From an optimization exercise on the open Yosys and OpenROAD flow, aimed at small area, a short achievable clock period and few clock cycles per item; shortcuts taken in it are not production practice. RTL that was checked went through simulation tests only; none was proved equivalent to the original.

==> run a <==
Design Milestone1, start of the top module:
module Milestone1 (
		input logic Clock,
		input logic Resetn,
		input logic Start,
		output logic Stop,
		output logic   [17:0]   SRAM_address,
		output logic   [15:0]   SRAM_write_data,
		output logic            SRAM_we_n,
		input  logic   [15:0]   SRAM_read_data
);
logic        running;       
logic        vrow;          
logic [4:0]  ph;            
logic [6:0]  c;             
logic [14:0] w;             
logic [2:0]  rdp;           
logic [17:0] rgb;           
logic        lastrow;       
logic        we;            
assign SRAM_we_n = ~we;
logic        a_rd, a_wr, a_isy, a_isv, a_yb;    
logic [1:0]  a_k;
logic        k_odd, k_eveny, k_sh, k_ldu, k_ldv;
logic [5:0]  k_src;         
logic [2:0]  k_wsel;        
logic        fle76, fe77, fe78, fe79;    
wire c79     = fe79;
wire wrap    = ((ph == 5'd9) & ~c79) | (ph == 5'd16);
wire last_wr = running & lastrow & c79 & (ph == 5'd10);
wire [4:0] phN  = wrap ? 5'd0 : ph + 5'd1;
wire [6:0] cN   = wrap ? (c79 ? 7'd0 : c + 7'd1) : c;
wire       vrN  = (wrap & c79) ? 1'b0 : vrow;
wire nle76 = wrap ? ((c <= 7'd75) | c79) : fle76;
wire ne77  = wrap ? (c == 7'd76) : fe77;
wire ne78  = wrap ? fe77 : fe78;
wire ne79  = wrap ? fe78 : fe79;
logic        d_rd, d_wr, d_isy, d_isv, d_yb, d_odd, d_sh, d_ldu, d_ldv, d_ldo;
logic [1:0]  d_k;
logic [5:0]  d_src;
logic [2:0]  d_wsel;
always_comb begin
	logic real_r, le76, le77, le78, e77, e78, e79, upre, vpre, dupn;
	real_r = ~vrN;
	le76 = nle76; le77 = nle76 | ne77; le78 = le77 | ne78;
	e77 = ne77; e78 = ne78; e79 = ne79;
	upre = (real_r & le77) | (e78 & ~lastrow);
	vpre = (real_r & le76) | (e77 & ~lastrow);
	dupn = ~le77;
	d_rd = 1'b0; d_wr = 1'b0; d_isy = 1'b0; d_isv = 1'b0; d_yb = 1'b0; d_k = 2'd0;
	d_odd = 1'b0; d_sh = 1'b0; d_ldu = 1'b0; d_ldv = 1'b0; d_ldo = 1'b0; d_src = 6'd0; d_wsel = 3'd0;
	case (phN)
		5'd0: begin d_rd = upre; d_k = 2'd2; end
		5'd1: begin d_rd = real_r; d_isy = 1'b1; d_yb = 1'b1; end
		5'd2, 5'd3, 5'd4, 5'd7, 5'd8, 5'd9: d_wr = real_r;
		5'd5: begin d_rd = vpre; d_isv = 1'b1; d_k = 2'd3; end
		5'd6: begin
			if (e79) begin d_rd = ~lastrow; d_isv = 1'b1; d_k = 2'd2; end
			else begin d_rd = real_r & le78; d_isy = 1'b1; d_k = 2'd1; end
		end
  ...
Settings: LEC_CHECK=0, CAP_MARGIN=20, CORE_MARGIN=2, CORE_UTILIZATION=30, CTS_CLUSTER_DIAMETER=140, CTS_CLUSTER_SIZE=24, PLACE_DENSITY=0.5, SLEW_MARGIN=20; clock period 13.0 ns.
standard.sh (not shown) runs the stock make flow with config.mk's settings and CLKGATE_MAP_FILE= SYNTH_SCRIPT=/design/flow/synth_recipe.tcl, a recipe that flattens the netlist after the stock synthesis.
==> flow/flow/run.sh <==
#!/bin/bash
set -euo pipefail
export SETUP_SLACK_MARGIN=9.3
export TNS_END_PERCENT=10
export BUFFER_PORTS_ARGS="-buffer_cell sky130_fd_sc_hd__buf_4"
bash standard.sh > standard.log 2>&1
==> run b: changes against run a <==
--- a/flow/design.v
+++ b/flow/design.v
@@ -18,11 +18,11 @@
 logic        lastrow;       
 logic        we;            
 assign SRAM_we_n = ~we;
 logic        a_rd, a_wr, a_isy, a_isv, a_yb;    
 logic [1:0]  a_k;
-logic        k_odd, k_eveny, k_sh, k_ldu, k_ldv;
+logic        k_odd, k_ybus, k_sh, k_ldu, k_ldv;
 logic [5:0]  k_src;         
 logic [2:0]  k_wsel;        
 logic        fle76, fe77, fe78, fe79;    
 wire c79     = fe79;
 wire wrap    = ((ph == 5'd9) & ~c79) | (ph == 5'd16);
@@ -32,11 +32,11 @@
 wire       vrN  = (wrap & c79) ? 1'b0 : vrow;
 wire nle76 = wrap ? ((c <= 7'd75) | c79) : fle76;
 wire ne77  = wrap ? (c == 7'd76) : fe77;
 wire ne78  = wrap ? fe77 : fe78;
 wire ne79  = wrap ? fe78 : fe79;
-logic        d_rd, d_wr, d_isy, d_isv, d_yb, d_odd, d_sh, d_ldu, d_ldv, d_ldo;
+logic        d_rd, d_wr, d_isy, d_isv, d_yb, d_odd, d_ybus, d_sh, d_ldu, d_ldv, d_ldo;
 logic [1:0]  d_k;
 logic [5:0]  d_src;
 logic [2:0]  d_wsel;
 always_comb begin
 	logic real_r, le76, le77, le78, e77, e78, e79, upre, vpre, dupn;
@@ -61,10 +61,11 @@
 		5'd11: begin d_rd = ~lastrow; d_isv = 1'b1; d_k = 2'd3; end
 		5'd13: begin d_rd = ~lastrow; d_isy = 1'b1; d_k = 2'd1; end
 		default: ;
 	endcase
 	d_odd = (phN == 5'd1) | (phN == 5'd6);
+	d_ybus = (phN == 5'd4) | (phN == 5'd9) | (e79 & (phN == 5'd16));
 	d_ldo = (phN == 5'd1) | (phN == 5'd2) | (phN == 5'd6) | (phN == 5'd7);
 	d_wsel[0] = (phN == 5'd2) | (phN == 5'd7);
 	d_wsel[1] = (phN == 5'd3) | (phN == 5'd8);
 	d_wsel[2] = (phN == 5'd4) | (phN == 5'd9);
 	if (e79 & (phN >= 5'd5)) begin
@@ -104,38 +105,37 @@
 wire go = running & ~last_wr;
 always_ff @(posedge Clock or negedge Resetn) begin
 	if (~Resetn) begin
 		running <= 1'b0; vrow <= 1'b1; ph <= 5'd4; c <= 7'd77; w <= 15'h7ffd;
 		fle76 <= 1'b0; fe77 <= 1'b1; fe78 <= 1'b0; fe79 <= 1'b0;
-		rdp <= 3'd0; rgb <= 18'd146944; lastrow <= 1'b0;
+		rgb <= 18'd146944;
 		SRAM_address <= 18'd0; we <= 1'b0; Stop <= 1'b0;
-		a_rd <= 1'b0; a_wr <= 1'b0; a_isy <= 1'b0; a_isv <= 1'b0; a_yb <= 1'b0; a_k <= 2'd0;
-		k_odd <= 1'b0; k_eveny <= 1'b1; k_sh <= 1'b0; k_ldu <= 1'b0; k_ldv <= 1'b0;
-		k_src <= 6'd0; k_wsel <= 3'd0;
 	end else begin
 		if (Start) running <= 1'b1;
-		lastrow <= ~vrow & (w >= 15'd19120);
 		Stop <= running & lastrow & c79 & (ph == 5'd9);
 		if (running) begin
 			ph <= phN; c <= cN; vrow <= vrN;
 			fle76 <= nle76; fe77 <= ne77; fe78 <= ne78; fe79 <= ne79;
 			if (wrap) w <= w + 15'd1;
 		end
 		if (last_wr) begin
 			running <= 1'b0; vrow <= 1'b1; ph <= 5'd4; c <= 7'd77; w <= 15'h7ffd;
 			fle76 <= 1'b0; fe77 <= 1'b1; fe78 <= 1'b0; fe79 <= 1'b0;
 		end
-		a_rd <= go & d_rd; a_wr <= go & d_wr; a_isy <= d_isy; a_isv <= d_isv; a_yb <= d_yb; a_k <= d_k;
-		k_odd <= d_odd; k_eveny <= ~d_odd; k_sh <= go & d_sh; k_ldu <= go & d_ldu; k_ldv <= go & d_ldv;
-		k_src <= d_src; k_wsel <= d_wsel;
-		rdp <= {rdp[1:0], a_rd};
 		we <= a_wr;
 		SRAM_address <= a_rd ? a_ad : rgb;
 		if (a_wr) rgb <= rgb + 18'd1;
 		if (~running) rgb <= 18'd146944;
 	end
 end
+always_ff @(posedge Clock) begin
+	lastrow <= ~vrow & (w >= 15'd19120);
+	a_rd <= go & d_rd; a_wr <= go & d_wr; a_isy <= d_isy; a_isv <= d_isv; a_yb <= d_yb; a_k <= d_k;
+	k_odd <= d_odd; k_ybus <= d_ybus; k_sh <= go & d_sh; k_ldu <= go & d_ldu; k_ldv <= go & d_ldv;
+	k_src <= d_src; k_wsel <= d_wsel;
+	rdp <= {rdp[1:0], a_rd};
+end
 logic [15:0] D;                  
 logic [7:0]  pu_hi, pu_lo, pv_hi, pv_lo;
 logic [7:0]  ch [0:10];          
 logic [9:0]  vhold;              
 logic [22:0] yt;                 
@@ -302,22 +302,27 @@
 wire fl_134 = (fl_104 & fl_105) | (fl_104 & 1'b1) | (fl_105 & 1'b1);
 wire fl_135 = fl_106 ^ fl_80 ^ fC[8];
 wire fl_136 = (fl_106 & fl_80) | (fl_106 & fC[8]) | (fl_80 & fC[8]);
 wire [18:0] fl_a = {1'b1, 1'b1, fl_136, fl_134, fl_132, fl_130, fl_128, fl_126, fl_124, fl_122, fl_120, fl_118, fl_116, fl_114, fl_112, fl_110, fl_108, fl_107, fA[0]};
 wire [18:0] fl_b = {1'b0, 1'b0, 1'b1, fl_135, fl_133, fl_131, fl_129, fl_127, fl_125, fl_123, fl_121, fl_119, fl_117, fl_115, fl_113, fl_111, fl_109, 1'b1, ~fC[0]};
-logic [18:0] fa, fb;             
+wire [8:0]  fl_lo = {1'b0, fl_a[7:0]} + {1'b0, fl_b[7:0]};
+logic [10:0] fa, fb;
+logic        fc8;
 always_ff @(posedge Clock) begin
-	fa <= fl_a; fb <= fl_b;
+	fa <= fl_a[18:8]; fb <= fl_b[18:8]; fc8 <= fl_lo[8];
 end
-wire [18:0] fs = fa + fb;
-wire [9:0]  fr = {fs[18], fs[16:8]};    
+wire [10:0] fs = fa + fb + {10'd0, fc8};
+wire [9:0]  fr = {fs[10], fs[8:0]};    
 wire [10:0] f3 = {2'd0, fr[8:0]} + {1'b0, fr[8:0], 1'b0};
 wire [7:0]  eu = ch[6], ev = ch[7];
 wire [8:0]  vsel = k_odd ? vhold[8:0] : {1'b0, ev};
 wire [10:0] vs3 = {2'd0, vsel} + {1'b0, vsel, 1'b0};
 wire [10:0] eu3 = {3'd0, eu} + {2'd0, eu, 1'b0};
-wire [7:0] Yv = k_eveny ? D[15:8] : D[7:0];
+logic [7:0] Yv;
+always_ff @(posedge Clock) begin
+	Yv <= k_ybus ? SRAM_read_data[15:8] : D[7:0];
+end
 wire ym_1 = Yv[5] ^ Yv[3];
 wire ym_2 = Yv[5] & Yv[3];
 wire ym_3 = Yv[6] ^ Yv[4] ^ Yv[2];
 wire ym_4 = (Yv[6] & Yv[4]) | (Yv[6] & Yv[2]) | (Yv[4] & Yv[2]);
 wire ym_5 = Yv[7] ^ Yv[5] ^ Yv[3];
@@ -645,21 +650,18 @@
 wire clb_71 = cu[8] ^ 1'b1;
 wire clb_72 = cu[8] & 1'b1;
 wire [27:0] clb_a = {1'b1, clb_72, clb_70, clb_68, clb_66, clb_64, clb_62, clb_60, clb_58, clb_56, clb_54, clb_52, clb_50, clb_48, clb_46, clb_44, clb_42, clb_40, clb_38, clb_36, clb_34, clb_32, clb_30, clb_28, clb_27, yt[0], cu3[1], cu3[0]};
 wire [27:0] clb_b = {1'b0, 1'b1, clb_71, clb_69, clb_67, clb_65, clb_63, clb_61, clb_59, clb_57, clb_55, clb_53, clb_51, clb_49, clb_47, clb_45, clb_43, clb_41, clb_39, clb_37, clb_35, clb_33, clb_31, clb_29, cu3[3], cu3[2], 1'b0, 1'b0};
 wire [27:0] Bs = clb_a + clb_b;
-logic [29:0] o;                  
-wire [9:0] Rq = {Rs[27] | nv, |Rs[26:24], Rs[23:16]};
-wire [9:0] Gq = {Gs[27] | nu | nv, |Gs[26:24], Gs[23:16]};
-wire [9:0] Bq = {Bs[27] | nu, |Bs[26:24], Bs[23:16]};
-function automatic [7:0] clip(input logic [9:0] q);
-	clip = q[9] ? 8'd0 : q[8] ? 8'd255 : q[7:0];
+logic [37:0] o;                  
+always_ff @(posedge Clock) o <= {Rs[27:16], Gs[27:16], Bs[27:16], nu, nv};
+function automatic [7:0] clip(input logic [11:0] x, input logic z);
+	clip = (z | x[11]) ? 8'd0 : (|x[10:8]) ? 8'd255 : x[7:0];
 endfunction
-wire [7:0] oR = clip(o[29:20]), oG = clip(o[19:10]), oB = clip(o[9:0]);
+wire [7:0] oR = clip(o[37:26], o[0]), oG = clip(o[25:14], o[1] | o[0]), oB = clip(o[13:2], o[1]);
 logic [15:0] gb;
 always_ff @(posedge Clock) begin
-	o <= {Rq, Gq, Bq};
 	b0 <= oB;
 	gb <= {oG, oB};
 	SRAM_write_data <= ({16{k_wsel[0]}} & {oR, oG}) | ({16{k_wsel[1]}} & {b0, oR})
 	                 | ({16{k_wsel[2]}} & gb);
 end
--- a/flow/config.mk
+++ b/flow/config.mk
@@ -5,10 +5,10 @@
 export SDC_FILE = /design/flow/constraint.sdc
 export NUM_CORES = 4
 export LEC_CHECK = 0
 export CAP_MARGIN = 20
 export CORE_MARGIN = 2
-export CORE_UTILIZATION = 30
+export CORE_UTILIZATION = 55
 export CTS_CLUSTER_DIAMETER = 140
 export CTS_CLUSTER_SIZE = 24
-export PLACE_DENSITY = 0.5
+export PLACE_DENSITY = 0.75
 export SLEW_MARGIN = 20
==> run c: changes against run a <==
--- a/flow/design.v
+++ b/flow/design.v
@@ -127,12 +127,15 @@
 		a_rd <= go & d_rd; a_wr <= go & d_wr; a_isy <= d_isy; a_isv <= d_isv; a_yb <= d_yb; a_k <= d_k;
 		k_odd <= d_odd; k_eveny <= ~d_odd; k_sh <= go & d_sh; k_ldu <= go & d_ldu; k_ldv <= go & d_ldv;
 		k_src <= d_src; k_wsel <= d_wsel;
 		rdp <= {rdp[1:0], a_rd};
 		we <= a_wr;
-		SRAM_address <= a_rd ? a_ad : rgb;
-		if (a_wr) rgb <= rgb + 18'd1;
+		if (a_wr) begin
+			SRAM_address <= rgb; rgb <= rgb + 18'd1;
+		end else if (a_rd) begin
+			SRAM_address <= a_ad;
+		end
 		if (~running) rgb <= 18'd146944;
 	end
 end
 logic [15:0] D;                  
 logic [7:0]  pu_hi, pu_lo, pv_hi, pv_lo;
==> flow/config.mk (replaced) <==
export PLATFORM = sky130hd
export DESIGN_NAME = Milestone1
export DESIGN_NICKNAME = Milestone1
export VERILOG_FILES = /design/flow/design.v
export SDC_FILE = /design/flow/constraint.sdc
export NUM_CORES = 4
export LEC_CHECK = 0
export ABC_AREA = 1
export CAP_MARGIN = 20
export CORE_MARGIN = 2
export CORE_UTILIZATION = 30
export CTS_CLUSTER_DIAMETER = 150
export CTS_CLUSTER_SIZE = 30
export PLACE_DENSITY = 0.5
export SLEW_MARGIN = 20
==> run d: changes against run a <==
--- a/flow/design.v
+++ b/flow/design.v
@@ -18,11 +18,11 @@
 logic        lastrow;       
 logic        we;            
 assign SRAM_we_n = ~we;
 logic        a_rd, a_wr, a_isy, a_isv, a_yb;    
 logic [1:0]  a_k;
-logic        k_odd, k_eveny, k_sh, k_ldu, k_ldv;
+logic        k_odd, k_ybus, k_sh, k_ldu, k_ldv;
 logic [5:0]  k_src;         
 logic [2:0]  k_wsel;        
 logic        fle76, fe77, fe78, fe79;    
 wire c79     = fe79;
 wire wrap    = ((ph == 5'd9) & ~c79) | (ph == 5'd16);
@@ -32,11 +32,11 @@
 wire       vrN  = (wrap & c79) ? 1'b0 : vrow;
 wire nle76 = wrap ? ((c <= 7'd75) | c79) : fle76;
 wire ne77  = wrap ? (c == 7'd76) : fe77;
 wire ne78  = wrap ? fe77 : fe78;
 wire ne79  = wrap ? fe78 : fe79;
-logic        d_rd, d_wr, d_isy, d_isv, d_yb, d_odd, d_sh, d_ldu, d_ldv, d_ldo;
+logic        d_rd, d_wr, d_isy, d_isv, d_yb, d_odd, d_ybus, d_sh, d_ldu, d_ldv, d_ldo;
 logic [1:0]  d_k;
 logic [5:0]  d_src;
 logic [2:0]  d_wsel;
 always_comb begin
 	logic real_r, le76, le77, le78, e77, e78, e79, upre, vpre, dupn;
@@ -61,10 +61,11 @@
 		5'd11: begin d_rd = ~lastrow; d_isv = 1'b1; d_k = 2'd3; end
 		5'd13: begin d_rd = ~lastrow; d_isy = 1'b1; d_k = 2'd1; end
 		default: ;
 	endcase
 	d_odd = (phN == 5'd1) | (phN == 5'd6);
+	d_ybus = (phN == 5'd4) | (phN == 5'd9) | (e79 & (phN == 5'd16));
 	d_ldo = (phN == 5'd1) | (phN == 5'd2) | (phN == 5'd6) | (phN == 5'd7);
 	d_wsel[0] = (phN == 5'd2) | (phN == 5'd7);
 	d_wsel[1] = (phN == 5'd3) | (phN == 5'd8);
 	d_wsel[2] = (phN == 5'd4) | (phN == 5'd9);
 	if (e79 & (phN >= 5'd5)) begin
@@ -104,38 +105,37 @@
 wire go = running & ~last_wr;
 always_ff @(posedge Clock or negedge Resetn) begin
 	if (~Resetn) begin
 		running <= 1'b0; vrow <= 1'b1; ph <= 5'd4; c <= 7'd77; w <= 15'h7ffd;
 		fle76 <= 1'b0; fe77 <= 1'b1; fe78 <= 1'b0; fe79 <= 1'b0;
-		rdp <= 3'd0; rgb <= 18'd146944; lastrow <= 1'b0;
+		rgb <= 18'd146944;
 		SRAM_address <= 18'd0; we <= 1'b0; Stop <= 1'b0;
-		a_rd <= 1'b0; a_wr <= 1'b0; a_isy <= 1'b0; a_isv <= 1'b0; a_yb <= 1'b0; a_k <= 2'd0;
-		k_odd <= 1'b0; k_eveny <= 1'b1; k_sh <= 1'b0; k_ldu <= 1'b0; k_ldv <= 1'b0;
-		k_src <= 6'd0; k_wsel <= 3'd0;
 	end else begin
 		if (Start) running <= 1'b1;
-		lastrow <= ~vrow & (w >= 15'd19120);
 		Stop <= running & lastrow & c79 & (ph == 5'd9);
 		if (running) begin
 			ph <= phN; c <= cN; vrow <= vrN;
 			fle76 <= nle76; fe77 <= ne77; fe78 <= ne78; fe79 <= ne79;
 			if (wrap) w <= w + 15'd1;
 		end
 		if (last_wr) begin
 			running <= 1'b0; vrow <= 1'b1; ph <= 5'd4; c <= 7'd77; w <= 15'h7ffd;
 			fle76 <= 1'b0; fe77 <= 1'b1; fe78 <= 1'b0; fe79 <= 1'b0;
 		end
-		a_rd <= go & d_rd; a_wr <= go & d_wr; a_isy <= d_isy; a_isv <= d_isv; a_yb <= d_yb; a_k <= d_k;
-		k_odd <= d_odd; k_eveny <= ~d_odd; k_sh <= go & d_sh; k_ldu <= go & d_ldu; k_ldv <= go & d_ldv;
-		k_src <= d_src; k_wsel <= d_wsel;
-		rdp <= {rdp[1:0], a_rd};
 		we <= a_wr;
 		SRAM_address <= a_rd ? a_ad : rgb;
 		if (a_wr) rgb <= rgb + 18'd1;
 		if (~running) rgb <= 18'd146944;
 	end
 end
+always_ff @(posedge Clock) begin
+	lastrow <= ~vrow & (w >= 15'd19120);
+	a_rd <= go & d_rd; a_wr <= go & d_wr; a_isy <= d_isy; a_isv <= d_isv; a_yb <= d_yb; a_k <= d_k;
+	k_odd <= d_odd; k_ybus <= d_ybus; k_sh <= go & d_sh; k_ldu <= go & d_ldu; k_ldv <= go & d_ldv;
+	k_src <= d_src; k_wsel <= d_wsel;
+	rdp <= {rdp[1:0], a_rd};
+end
 logic [15:0] D;                  
 logic [7:0]  pu_hi, pu_lo, pv_hi, pv_lo;
 logic [7:0]  ch [0:10];          
 logic [9:0]  vhold;              
 logic [22:0] yt;                 
@@ -302,22 +302,27 @@
 wire fl_134 = (fl_104 & fl_105) | (fl_104 & 1'b1) | (fl_105 & 1'b1);
 wire fl_135 = fl_106 ^ fl_80 ^ fC[8];
 wire fl_136 = (fl_106 & fl_80) | (fl_106 & fC[8]) | (fl_80 & fC[8]);
 wire [18:0] fl_a = {1'b1, 1'b1, fl_136, fl_134, fl_132, fl_130, fl_128, fl_126, fl_124, fl_122, fl_120, fl_118, fl_116, fl_114, fl_112, fl_110, fl_108, fl_107, fA[0]};
 wire [18:0] fl_b = {1'b0, 1'b0, 1'b1, fl_135, fl_133, fl_131, fl_129, fl_127, fl_125, fl_123, fl_121, fl_119, fl_117, fl_115, fl_113, fl_111, fl_109, 1'b1, ~fC[0]};
-logic [18:0] fa, fb;             
+wire [8:0]  fl_lo = {1'b0, fl_a[7:0]} + {1'b0, fl_b[7:0]};
+logic [10:0] fa, fb;
+logic        fc8;
 always_ff @(posedge Clock) begin
-	fa <= fl_a; fb <= fl_b;
+	fa <= fl_a[18:8]; fb <= fl_b[18:8]; fc8 <= fl_lo[8];
 end
-wire [18:0] fs = fa + fb;
-wire [9:0]  fr = {fs[18], fs[16:8]};    
+wire [10:0] fs = fa + fb + {10'd0, fc8};
+wire [9:0]  fr = {fs[10], fs[8:0]};    
 wire [10:0] f3 = {2'd0, fr[8:0]} + {1'b0, fr[8:0], 1'b0};
 wire [7:0]  eu = ch[6], ev = ch[7];
 wire [8:0]  vsel = k_odd ? vhold[8:0] : {1'b0, ev};
 wire [10:0] vs3 = {2'd0, vsel} + {1'b0, vsel, 1'b0};
 wire [10:0] eu3 = {3'd0, eu} + {2'd0, eu, 1'b0};
-wire [7:0] Yv = k_eveny ? D[15:8] : D[7:0];
+logic [7:0] Yv;
+always_ff @(posedge Clock) begin
+	Yv <= k_ybus ? SRAM_read_data[15:8] : D[7:0];
+end
 wire ym_1 = Yv[5] ^ Yv[3];
 wire ym_2 = Yv[5] & Yv[3];
 wire ym_3 = Yv[6] ^ Yv[4] ^ Yv[2];
 wire ym_4 = (Yv[6] & Yv[4]) | (Yv[6] & Yv[2]) | (Yv[4] & Yv[2]);
 wire ym_5 = Yv[7] ^ Yv[5] ^ Yv[3];
@@ -645,21 +650,18 @@
 wire clb_71 = cu[8] ^ 1'b1;
 wire clb_72 = cu[8] & 1'b1;
 wire [27:0] clb_a = {1'b1, clb_72, clb_70, clb_68, clb_66, clb_64, clb_62, clb_60, clb_58, clb_56, clb_54, clb_52, clb_50, clb_48, clb_46, clb_44, clb_42, clb_40, clb_38, clb_36, clb_34, clb_32, clb_30, clb_28, clb_27, yt[0], cu3[1], cu3[0]};
 wire [27:0] clb_b = {1'b0, 1'b1, clb_71, clb_69, clb_67, clb_65, clb_63, clb_61, clb_59, clb_57, clb_55, clb_53, clb_51, clb_49, clb_47, clb_45, clb_43, clb_41, clb_39, clb_37, clb_35, clb_33, clb_31, clb_29, cu3[3], cu3[2], 1'b0, 1'b0};
 wire [27:0] Bs = clb_a + clb_b;
-logic [29:0] o;                  
-wire [9:0] Rq = {Rs[27] | nv, |Rs[26:24], Rs[23:16]};
-wire [9:0] Gq = {Gs[27] | nu | nv, |Gs[26:24], Gs[23:16]};
-wire [9:0] Bq = {Bs[27] | nu, |Bs[26:24], Bs[23:16]};
-function automatic [7:0] clip(input logic [9:0] q);
-	clip = q[9] ? 8'd0 : q[8] ? 8'd255 : q[7:0];
+logic [37:0] o;                  
+always_ff @(posedge Clock) o <= {Rs[27:16], Gs[27:16], Bs[27:16], nu, nv};
+function automatic [7:0] clip(input logic [11:0] x, input logic z);
+	clip = (z | x[11]) ? 8'd0 : (|x[10:8]) ? 8'd255 : x[7:0];
 endfunction
-wire [7:0] oR = clip(o[29:20]), oG = clip(o[19:10]), oB = clip(o[9:0]);
+wire [7:0] oR = clip(o[37:26], o[0]), oG = clip(o[25:14], o[1] | o[0]), oB = clip(o[13:2], o[1]);
 logic [15:0] gb;
 always_ff @(posedge Clock) begin
-	o <= {Rq, Gq, Bq};
 	b0 <= oB;
 	gb <= {oG, oB};
 	SRAM_write_data <= ({16{k_wsel[0]}} & {oR, oG}) | ({16{k_wsel[1]}} & {b0, oR})
 	                 | ({16{k_wsel[2]}} & gb);
 end
==> flow/flow/run.sh (replaced) <==
#!/bin/bash
set -euo pipefail
export SETUP_SLACK_MARGIN=9.3
export TNS_END_PERCENT=10
export BUFFER_PORTS_ARGS="-buffer_cell sky130_fd_sc_hd__buf_2"
bash standard.sh > standard.log 2>&1
==> summary of the runs <==
Via count: run a < run d < run b < run c.
Against run a, the worst hold slack of run d is worse by 0.023 ns.
In run a the synthesized area is lower than in run b, by about 2.6%.
In run d the non-clock buffer count is higher than in run b, by 9.
==> figures <==
Status: run b no timing/DRC/antenna violations; run c no timing/DRC/antenna violations; run a no timing/DRC/antenna violations; run d no timing/DRC/antenna violations
Compound-Gate Fraction of Synth Area: run b 12.4%; run c 9.40%; run a 10.3%; run d 12.4%
Multi-input combinational cell count: run b 1448; run c 1979; run a 1369; run d 1448
Total number of sequential cells: run b 418; run c 416; run a 416; run d 418
Final worst clock skew: run b 0.0181 ns; run c 0.0294 ns; run a 0.0150 ns; run d 0.0252 ns
Die Width: run b 215 µm; run c 300 µm; run a 286 µm; run d 290 µm
Height of the die: run b 215 µm; run c 300 µm; run a 286 µm; run d 290 µm
Share of cells above drive strength 1: run b 9.39%; run c 6.81%; run a 10.4%; run d 10.1%
Xor and xnor area share after synthesis: run b 4.45%; run c 2.60%; run a 4.31%; run d 4.45%
Proportion of synthesized chip area in sequential cells: run b 40.9%; run c 38.5%; run a 42.3%; run d 40.9%
Half-perimeter wire length after detailed placement: run b 42800 µm; run c 53400 µm; run a 43800 µm; run d 46800 µm
Testbench counts of run b, summed over its fixed seeds: cycles 774,832, frames 4.
Testbench counts of run d, summed over its fixed seeds: cycles 774,832, frames 4.
No functional check of the RTL was part of run a and run c.

-- re-timing with driven ports --
The results above use ideal ports. As a check the final layouts listed here were re-extracted and re-timed, cells and wires unchanged. Step 1: set_driving_cell puts a clkbuf_16 on Clock and a buf_2 on each other input, an assumption about the parent block. Step 2 moves the port delays by t, midway between the first and last clock arrival at a register: inputs arrive t later, outputs are due t later. That takes back most of the time a late clock gives input paths. Slacks: no drivers / after step 1 / after step 2; pairs: no drivers / after step 1.
run | shift t [ns] | slack for setup (ns) | worst register clock-pin slew, ns | worst slew at a driven data input, ns | pins driven straight from the clock port
run a | 0.617 | 9.033 / 9.033 / 9.033 | 0.11 / 0.11 | 0.04 | 1
run b | 0.604 | 9.225 / 9.225 / 9.225 | 0.10 / 0.10 | 0.04 | 1
run c | 0.625 | 9.229 / 9.166 / 9.346 | 0.12 / 0.12 | 0.06 | 1
run d | 0.623 | 9.265 / 9.204 / 9.354 | 0.10 / 0.10 | 0.03 | 1
After both steps setup and hold are still met in every run listed. The worst setup slack also covers recovery checks on asynchronous resets.
